This is an optimization exercise on Yosys and OpenROAD, whose aim is small area and a short achievable clock period, not a production implementation.
At most, simulation tests tie the RTL to the original design; equivalence was not proved.

==> v12 <==
Design costas, start of the top module:
module costas #
    (
        parameter integer C_S00_AXIS_TDATA_WIDTH    = 32,
        parameter integer C_M00_AXIS_TDATA_WIDTH    = 32
    )
    (
        input  wire                          s00_axis_aclk,
        input  wire                          s00_axis_aresetn,
        input  wire                          s00_axis_tlast,
        input  wire                          s00_axis_tvalid,
        input  wire [C_S00_AXIS_TDATA_WIDTH-1 : 0] s00_axis_tdata,
        input  wire [(C_S00_AXIS_TDATA_WIDTH/8)-1: 0] s00_axis_tstrb,
        output reg                           s00_axis_tready,
        input  wire                          m00_axis_aclk,
        input  wire                          m00_axis_aresetn,
        input  wire                          m00_axis_tready,
        output reg                           m00_axis_tvalid,
        output reg                           m00_axis_tlast,
        output reg [C_M00_AXIS_TDATA_WIDTH-1 : 0] m00_axis_tdata,
        output reg [(C_M00_AXIS_TDATA_WIDTH/8)-1: 0] m00_axis_tstrb
    );
    localparam integer STAGES = 16;
    wire clk = s00_axis_aclk;
    wire rst = !s00_axis_aresetn;
    always_comb s00_axis_tready = m00_axis_tready;
    logic       v  [0:STAGES];
    logic       l  [0:STAGES];
    logic [3:0] sb [0:STAGES];
    always_ff @(posedge clk) begin
        if (rst) begin
            for (integer i = 0; i <= STAGES; i = i + 1) v[i] <= 1'b0;
        end else begin
            v[0] <= s00_axis_tvalid & m00_axis_tready;
            for (integer i = 0; i < STAGES; i = i + 1) v[i+1] <= v[i];
        end
    end
    always_ff @(posedge clk) begin
        l[0]  <= s00_axis_tlast;
        sb[0] <= s00_axis_tstrb;
        for (integer i = 0; i < STAGES; i = i + 1) begin
            l[i+1]  <= l[i];
            sb[i+1] <= sb[i];
        end
    end
    logic signed [15:0] xr, yr;             
  ...
Settings: LEC_CHECK=0, CAP_MARGIN=20, CORE_MARGIN=2, CORE_UTILIZATION=60, PLACE_DENSITY=0.66, SLEW_MARGIN=20; clock period 14.5 ns.
standard.sh (not shown) runs the stock make flow with config.mk's settings and CLKGATE_MAP_FILE= SYNTH_SCRIPT=/design/flow/synth_recipe.tcl, a recipe that flattens the netlist after the stock synthesis.
==> flow/flow/run.sh <==
#!/bin/bash
# Own layout flow: the standard ORFS flow (standard.sh) with these changes in
# how the layout is made (the clock, its period and the I/O constraints stay
# the standard flow's constraint.sdc):
#  - synthesis is synth_recipe.tcl with Yosys's generic "abc -fast" skipped
#    (synth -noabc), so extract_fa sees the design's own adder structure; the
#    rest of the script (fsm/share skipped, flatten, renames) is unchanged.
#    The flow also runs the standard synthesis and, should the two keep
#    different registers, lays out the standard synthesis instead;
#  - port buffers are clkbuf_2 cells rather than delay cells, so the
#    combinational m00_axis_tready -> s00_axis_tready path stays short;
#  - ABC maps for a 6 ns delay target, and timing repair aims for the period
#    the design can reach (setup margin) rather than only the 14.5 ns clock;
set -euo pipefail
W=$PWD
sed '1s/-noshare/-noshare -noabc/' synth_recipe.tcl > flow_synth.tcl
sed "s#SYNTH_SCRIPT=[^ ]*synth_recipe.tcl#SYNTH_SCRIPT=$W/flow_synth.tcl#" standard.sh > flow_standard.sh
grep -q "SYNTH_SCRIPT=$W/flow_synth.tcl" flow_standard.sh
sed "s#WORK_HOME=[^ ]*#WORK_HOME=$W/refsyn#" standard.sh > flow_refsyn.sh
grep -q "WORK_HOME=$W/refsyn" flow_refsyn.sh

export BUFFER_PORTS_ARGS="-buffer_cell sky130_fd_sc_hd__clkbuf_2"
export SETUP_SLACK_MARGIN=${SETUP_SLACK_MARGIN:-8.45}
export CTS_ARGS="-sink_clustering_enable -repair_clock_nets -dont_use_dummy_load -sink_clustering_size 18 -sink_clustering_max_diameter 70 -buf_list sky130_fd_sc_hd__clkbuf_8"

(unset BUFFER_PORTS_ARGS SETUP_SLACK_MARGIN CTS_ARGS; bash flow_refsyn.sh synth) > flow_refsyn.log 2>&1
# this flow's synthesis
ABC_CLOCK_PERIOD_IN_PS=6000 bash flow_standard.sh synth > flow_synth.log 2>&1
regs() { grep -oE '\\[^ ]+\$_[A-Z0-9_]+_ ' "$1" | sort -u; }
R=results/sky130hd/costas/base/1_2_yosys.v
if ! cmp -s <(regs refsyn/$R) <(regs orfs/$R); then
  echo "register sets differ: using the standard synthesis" | tee flow_regs.log
  rm -rf orfs
  ABC_CLOCK_PERIOD_IN_PS=6000 bash standard.sh > flow_make.log 2>&1
else
  echo "register sets match ($(regs orfs/$R | wc -l))" | tee flow_regs.log
  ABC_CLOCK_PERIOD_IN_PS=6000 bash flow_standard.sh > flow_make.log 2>&1
fi
==> inputs of v21, as changes to v12 <==
CORE_UTILIZATION = 55   (was 60)
PLACE_DENSITY = default   (was 0.66)
==> summary of the runs <==
Sequential cell count is the same in v21 and v12. Between v12 and v21, the lower die area is in v12 (gap about 8%, measured against v21). Non-clock buffer count: v21 is higher than v12 (7). Of v21 and v12, v12 has the higher global-route usage (gap 1.9 points). Against v12, the utilization of v21 is lower by 5.0 points. Between v21 and v12, the lower sequential share of layout area is in v21 (gap 0.057 points).


==> v22 <==
costas, a different RTL version from the one above (not shown whole).
clock: 14.5 ns
lec_check: 0
cap_margin: 20
core_margin: 2
core_utilization: 55
slew_margin: 20
==> flow/flow/run.sh <==
#!/bin/bash
# Own layout flow: the standard ORFS flow (standard.sh) with these changes in
# how the layout is made (the clock, its period and the I/O constraints stay
# the standard flow's constraint.sdc):
#  - synthesis is synth_recipe.tcl with Yosys's generic "abc -fast" skipped
#    (synth -noabc), so extract_fa sees the design's own adder structure; the
#    rest of the script (fsm/share skipped, flatten, renames) is unchanged;
#  - port buffers are plain buffers (buf_2) rather than delay cells, so the
#    combinational m00_axis_tready -> s00_axis_tready path stays short;
#  - ABC maps for a 6 ns delay target, and timing repair aims for the period
#    the design can reach (setup margin) rather than only the 14.5 ns clock.
# Every tool's output is in orfs/logs/ (one log per step); make's own output is
# in flow_make.log.
set -euo pipefail
sed '1s/-noshare/-noshare -noabc/' synth_recipe.tcl > flow_synth.tcl
sed "s#SYNTH_SCRIPT=[^ ]*synth_recipe.tcl#SYNTH_SCRIPT=$PWD/flow_synth.tcl#" standard.sh > flow_standard.sh
grep -q "SYNTH_SCRIPT=$PWD/flow_synth.tcl" flow_standard.sh
export BUFFER_PORTS_ARGS="-buffer_cell sky130_fd_sc_hd__buf_2"
export ABC_CLOCK_PERIOD_IN_PS=${ABC_CLOCK_PERIOD_IN_PS:-6000}
export SETUP_SLACK_MARGIN=${SETUP_SLACK_MARGIN:-8.45}
# clock tree: larger sink clusters, clkbuf_8 buffers, no dummy loads
export CTS_ARGS="-sink_clustering_enable -repair_clock_nets -dont_use_dummy_load -sink_clustering_size 30 -buf_list sky130_fd_sc_hd__clkbuf_8"

bash flow_standard.sh > flow_make.log 2>&1
==> inputs of v32, as changes to v22 <==
--- a/flow/flow/run.sh
+++ b/flow/flow/run.sh
@@ -19,6 +19,4 @@
 export ABC_CLOCK_PERIOD_IN_PS=${ABC_CLOCK_PERIOD_IN_PS:-6000}
 export SETUP_SLACK_MARGIN=${SETUP_SLACK_MARGIN:-8.45}
-# clock tree: larger sink clusters, clkbuf_8 buffers, no dummy loads
-export CTS_ARGS="-sink_clustering_enable -repair_clock_nets -dont_use_dummy_load -sink_clustering_size 30 -buf_list sky130_fd_sc_hd__clkbuf_8"
 
 bash flow_standard.sh > flow_make.log 2>&1
==> summary.md <==
| Metric | Value |
|---|---|
| Run status | complete, no violations |
| Fill cell count | 15,900 |
| Final instance area | 109,500 um2 |
| Final WL | 234,900 um |
| Fin Clk Skew | 0.07999 ns |
| WHS | 0.3060 ns |
| Hold_sp | l[4] |
| Data buffer area share | 0.8899% |
That was v22.
==> summary.md <==
| Metric | Value |
|---|---|
| Final WL | 235,700 um |
| Data buffer area share | 0.8703% |
| Run status | complete, no violations |
| Final instance area | 112,000 um2 |
| Fin Clk Skew | 0.02790 ns |
| RSZ-0062 raised after global routing | yes |
| WHS | 0.3237 ns |
| Hold_sp | l[9] |
That was v32.


==> try-zinc: inputs <==
costas, a different RTL version from the one above (not shown whole).
==> flow/design.v (excerpt) <==
module costas #
    (
        parameter integer C_S00_AXIS_TDATA_WIDTH    = 32,
        parameter integer C_M00_AXIS_TDATA_WIDTH    = 32
    )
    (
        input  wire                          s00_axis_aclk,
        input  wire                          s00_axis_aresetn,
        input  wire                          s00_axis_tlast,
        input  wire                          s00_axis_tvalid,
        input  wire [C_S00_AXIS_TDATA_WIDTH-1 : 0] s00_axis_tdata,
        input  wire [(C_S00_AXIS_TDATA_WIDTH/8)-1: 0] s00_axis_tstrb,
        output reg                           s00_axis_tready,
        input  wire                          m00_axis_aclk,
        input  wire                          m00_axis_aresetn,
        input  wire                          m00_axis_tready,
        output reg                           m00_axis_tvalid,
        output reg                           m00_axis_tlast,
        output reg [C_M00_AXIS_TDATA_WIDTH-1 : 0] m00_axis_tdata,
        output reg [(C_M00_AXIS_TDATA_WIDTH/8)-1: 0] m00_axis_tstrb
    );
==> flow/config.mk <==
export PLATFORM = sky130hd
export DESIGN_NAME = costas
export DESIGN_NICKNAME = costas
export VERILOG_FILES = /design/flow/design.v
export SDC_FILE = /design/flow/constraint.sdc
export NUM_CORES = 4
export LEC_CHECK = 0
export CAP_MARGIN = 20
export CORE_MARGIN = 2
export CORE_UTILIZATION = 55
export SLEW_MARGIN = 20
==> flow/constraint.sdc <==
create_clock -name core_clock -period 14.5 [get_ports {s00_axis_aclk}]
set_input_delay 2.9000 -clock core_clock [delete_from_list [all_inputs] [get_ports {s00_axis_aclk}]]
set_output_delay 2.9000 -clock core_clock [all_outputs]
set_load 0.01 [all_outputs]
==> flow/flow/run.sh <==
#!/bin/bash
# Own layout flow: the standard ORFS flow (standard.sh) with these changes in
# how the layout is made (the clock, its period and the I/O constraints stay
# the standard flow's constraint.sdc):
#  - synthesis is synth_recipe.tcl with Yosys's generic "abc -fast" skipped
#    (synth -noabc), so extract_fa sees the design's own adder structure; the
#    rest of the script (fsm/share skipped, flatten, renames) is unchanged.
#    The flow also runs the standard synthesis and, should the two keep
#    different registers, lays out the standard synthesis instead;
#  - port buffers are clkbuf_2 cells rather than delay cells, so the
#    combinational m00_axis_tready -> s00_axis_tready path stays short;
#  - ABC maps for a 6 ns delay target, and timing repair aims for the period
#    the design can reach (setup margin) rather than only the 14.5 ns clock;
set -euo pipefail
W=$PWD
sed '1s/-noshare/-noshare -noabc/' synth_recipe.tcl > flow_synth.tcl
sed "s#SYNTH_SCRIPT=[^ ]*synth_recipe.tcl#SYNTH_SCRIPT=$W/flow_synth.tcl#" standard.sh > flow_standard.sh
grep -q "SYNTH_SCRIPT=$W/flow_synth.tcl" flow_standard.sh
sed "s#WORK_HOME=[^ ]*#WORK_HOME=$W/refsyn#" standard.sh > flow_refsyn.sh
grep -q "WORK_HOME=$W/refsyn" flow_refsyn.sh

export BUFFER_PORTS_ARGS="-buffer_cell sky130_fd_sc_hd__clkbuf_2"
export SETUP_SLACK_MARGIN=${SETUP_SLACK_MARGIN:-8.45}
export CTS_ARGS="-sink_clustering_enable -repair_clock_nets -dont_use_dummy_load -sink_clustering_size 18 -sink_clustering_max_diameter 70 -buf_list sky130_fd_sc_hd__clkbuf_8"

(unset BUFFER_PORTS_ARGS SETUP_SLACK_MARGIN CTS_ARGS; bash flow_refsyn.sh synth) > flow_refsyn.log 2>&1
# this flow's synthesis
ABC_CLOCK_PERIOD_IN_PS=6000 bash flow_standard.sh synth > flow_synth.log 2>&1
regs() { grep -oE '\\[^ ]+\$_[A-Z0-9_]+_ ' "$1" | sort -u; }
R=results/sky130hd/costas/base/1_2_yosys.v
if ! cmp -s <(regs refsyn/$R) <(regs orfs/$R); then
  echo "register sets differ: using the standard synthesis" | tee flow_regs.log
  rm -rf orfs
  ABC_CLOCK_PERIOD_IN_PS=6000 bash standard.sh > flow_make.log 2>&1
else
  echo "register sets match ($(regs orfs/$R | wc -l))" | tee flow_regs.log
  ABC_CLOCK_PERIOD_IN_PS=6000 bash flow_standard.sh > flow_make.log 2>&1
fi
==> inputs of try-lagoon, as changes to try-zinc <==
--- a/flow/design.v
+++ b/flow/design.v
@@ -42,20 +42,16 @@
             l[i+1]  <= l[i];
             sb[i+1] <= sb[i];
         end
     end
     logic signed [15:0] xr, yr;             
     logic signed [29:0] xk, yk;             
     logic f1, f2;                           
-    logic [31:1] px2r;
-    logic [31:2] py2r;
-    wire  [31:0] px2 = {px2r, 1'b0};
-    wire  [31:0] py2 = {py2r, px2r[1], 1'b0};
-    logic [31:0] px3, px4, px5, px6, px7, px8, px9, px10, px11, px12, px13, px14, px15;
-    logic [31:0] py3, py4, py5, py6, py7, py8, py9, py10, py11, py12, py13, py14, py15;
+    logic [31:0] px2, px3, px4, px5, px6, px7, px8, px9, px10, px11, px12, px13, px14, px15;
+    logic [31:0] py2, py3, py4, py5, py6, py7, py8, py9, py10, py11, py12, py13, py14, py15;
     logic signed [13:0] z2;
     logic signed [12:0] z3;
     logic signed [11:0] z4;
     logic signed [10:0] z5;
     logic signed [9:0]  z6;
     logic signed [8:0]  z7;
     logic signed [7:0]  z8;
@@ -8027,16 +8023,16 @@
     always_ff @(posedge clk) begin
         xr <= s00_axis_tdata[15:0];
         yr <= s00_axis_tdata[31:16];
         xk <= xk_d;
         yk <= yk_d;
         f1 <= ($signed(dxy) > 17'sd53962) || ($signed(dxy) < -17'sd53962);
         f2 <= ($signed(sxy) > 17'sd53962) || ($signed(sxy) < -17'sd53962);
-        px2r <= {hx[30:0] ^ {wb, 30'b0}};
-        py2r <= {hy[30:1] ^ {wa, 29'b0}};
+        px2 <= {hx[30:0], 1'b0} ^ {wb, 31'b0};
+        py2 <= {hy[30:0], 1'b0} ^ {wa, 31'b0};
         z2  <= z2f;                 rd2  <= $signed(z2f)  > 0;
         px3 <= xn2;   py3 <= yn2;   z3  <= z3n[12:0];  rd3  <= $signed(z3n[12:0]) > 0;
         px4 <= xn3;   py4 <= yn3;   z4  <= z4n[11:0];  rd4  <= $signed(z4n[11:0]) > 0;
         px5 <= xn4;   py5 <= yn4;   z5  <= z5n[10:0];  rd5  <= $signed(z5n[10:0]) > 0;
         px6 <= xn5;   py6 <= yn5;   z6  <= z6n[9:0];   rd6  <= $signed(z6n[9:0])  > 0;
         px7 <= xn6;   py7 <= yn6;   z7  <= z7n[8:0];   rd7  <= $signed(z7n[8:0])  > 0;
         px8 <= xn7;   py8 <= yn7;   z8  <= z8n[7:0];   rd8  <= $signed(z8n[7:0])  > 0;
==> flow/flow/run.sh (replaced) <==
#!/bin/bash
# Own layout flow: the standard ORFS flow (standard.sh) with these changes in
# how the layout is made (the clock, its period and the I/O constraints stay
# the standard flow's constraint.sdc):
#  - synthesis is synth_recipe.tcl with Yosys's generic "abc -fast" skipped
#    (synth -noabc), so extract_fa sees the design's own adder structure; the
#    rest of the script (fsm/share skipped, flatten, renames) is unchanged;
#  - port buffers are clkbuf_2 cells rather than delay cells, so the
#    combinational m00_axis_tready -> s00_axis_tready path stays short;
#  - ABC maps for a 6 ns delay target, and timing repair aims for the period
#    the design can reach (setup margin) rather than only the 14.5 ns clock.
# Every tool's output is in orfs/logs/ (one log per step); make's own output is
# in flow_make.log.
set -euo pipefail
sed '1s/-noshare/-noshare -noabc/' synth_recipe.tcl > flow_synth.tcl
sed "s#SYNTH_SCRIPT=[^ ]*synth_recipe.tcl#SYNTH_SCRIPT=$PWD/flow_synth.tcl#" standard.sh > flow_standard.sh
grep -q "SYNTH_SCRIPT=$PWD/flow_synth.tcl" flow_standard.sh
export BUFFER_PORTS_ARGS="-buffer_cell sky130_fd_sc_hd__clkbuf_2"
export ABC_CLOCK_PERIOD_IN_PS=${ABC_CLOCK_PERIOD_IN_PS:-6000}
export SETUP_SLACK_MARGIN=${SETUP_SLACK_MARGIN:-8.45}
# clock tree: larger sink clusters, clkbuf_8 buffers, no dummy loads
export CTS_ARGS="-sink_clustering_enable -repair_clock_nets -dont_use_dummy_load -sink_clustering_size 18 -sink_clustering_max_diameter 70 -buf_list sky130_fd_sc_hd__clkbuf_8"

bash flow_standard.sh > flow_make.log 2>&1
==> summary.txt <==
|  | try-zinc | try-lagoon |
|---|---|---|
| Met2 layer wire length in the routed design | 111,000 um | 112,000 um |
| Area Overhead vs Synth | 4.48% | 4.32% |
| Met3 layer usage reported by global route | 0.0221 | 0.0250 |
| Chip Width | 418 um | 420 um |
| Hold path startpoint | sb[8][3]$_DFF_P_ | sb[11][2]$_DFF_P_ |
| Number of cells upsized or downsized after cts | 13 | 3 |
| Setup WS post-layout | 8.50 ns | 8.50 ns |
| Max Used Layer | met5 | met4 |
| Clock tree buffer count of the final layout | 109 | 110 |
| Post-synthesis compound-gate area fraction | 0.115 | 0.117 |
| NonClk Buf Share | 0.00971 | 0.00794 |
| Area fraction of clock buffers and clock inverters | 0.0152 | 0.0153 |
| Relative slew margins | 0.271 | 0.270 |
| Run status | complete, no violations | complete, no violations |
| Cell count after placement | 11,600 | 11,800 |
| Number of sequential cells in the layout | 1,384 | 1,385 |
| HPWL after detailed placement | 176,000 um | 177,000 um |
| Non-CTS buffers | 136 | 126 |
| Share of cells above drive strength 1 | 0.0468 | 0.0437 |
| Routed length per placed instance | 18.4 um | 18.4 um |
No functional check of the RTL was part of try-lagoon.

port drivers added, routing unchanged:
In the flow no input, the clock included, has a driving cell. The finished layouts below were timed again as built, in two steps. Step 1, drivers: a clkbuf_16 drives s00_axis_aclk and a buf_2 each remaining input, both assumed. Step 2, shift: input delay + t, output delay - t, t = (earliest + latest rising clock arrival at the registers) / 2. This alone moves slack from input paths to output paths. Slacks: ideal ports / drivers / drivers and shift; pairs: ideal ports / drivers.
| run | t (ns) | setup WS [ns] | slew at the worst register clock pin (ns) |
|---|---|---|---|
| v12 | 0.881 | 8.490 / 8.457 / 8.457 | 0.11 / 0.11 |
| v21 | 0.935 | 8.497 / 8.470 / 8.470 | 0.11 / 0.11 |
| v22 | 0.996 | 8.472 / 8.452 / 8.452 | 0.07 / 0.07 |
| v32 | 0.885 | 8.473 / 8.452 / 8.452 | 0.06 / 0.06 |
| try-zinc | 0.941 | 8.498 / 8.472 / 8.472 | 0.11 / 0.11 |
| try-lagoon | 0.932 | 8.498 / 8.473 / 8.473 | 0.11 / 0.11 |
After both steps setup and hold are still met in every run listed. For v12, which loses most, drivers alone change the setup slack by -0.033 ns; drivers and shift together by -0.033 ns.
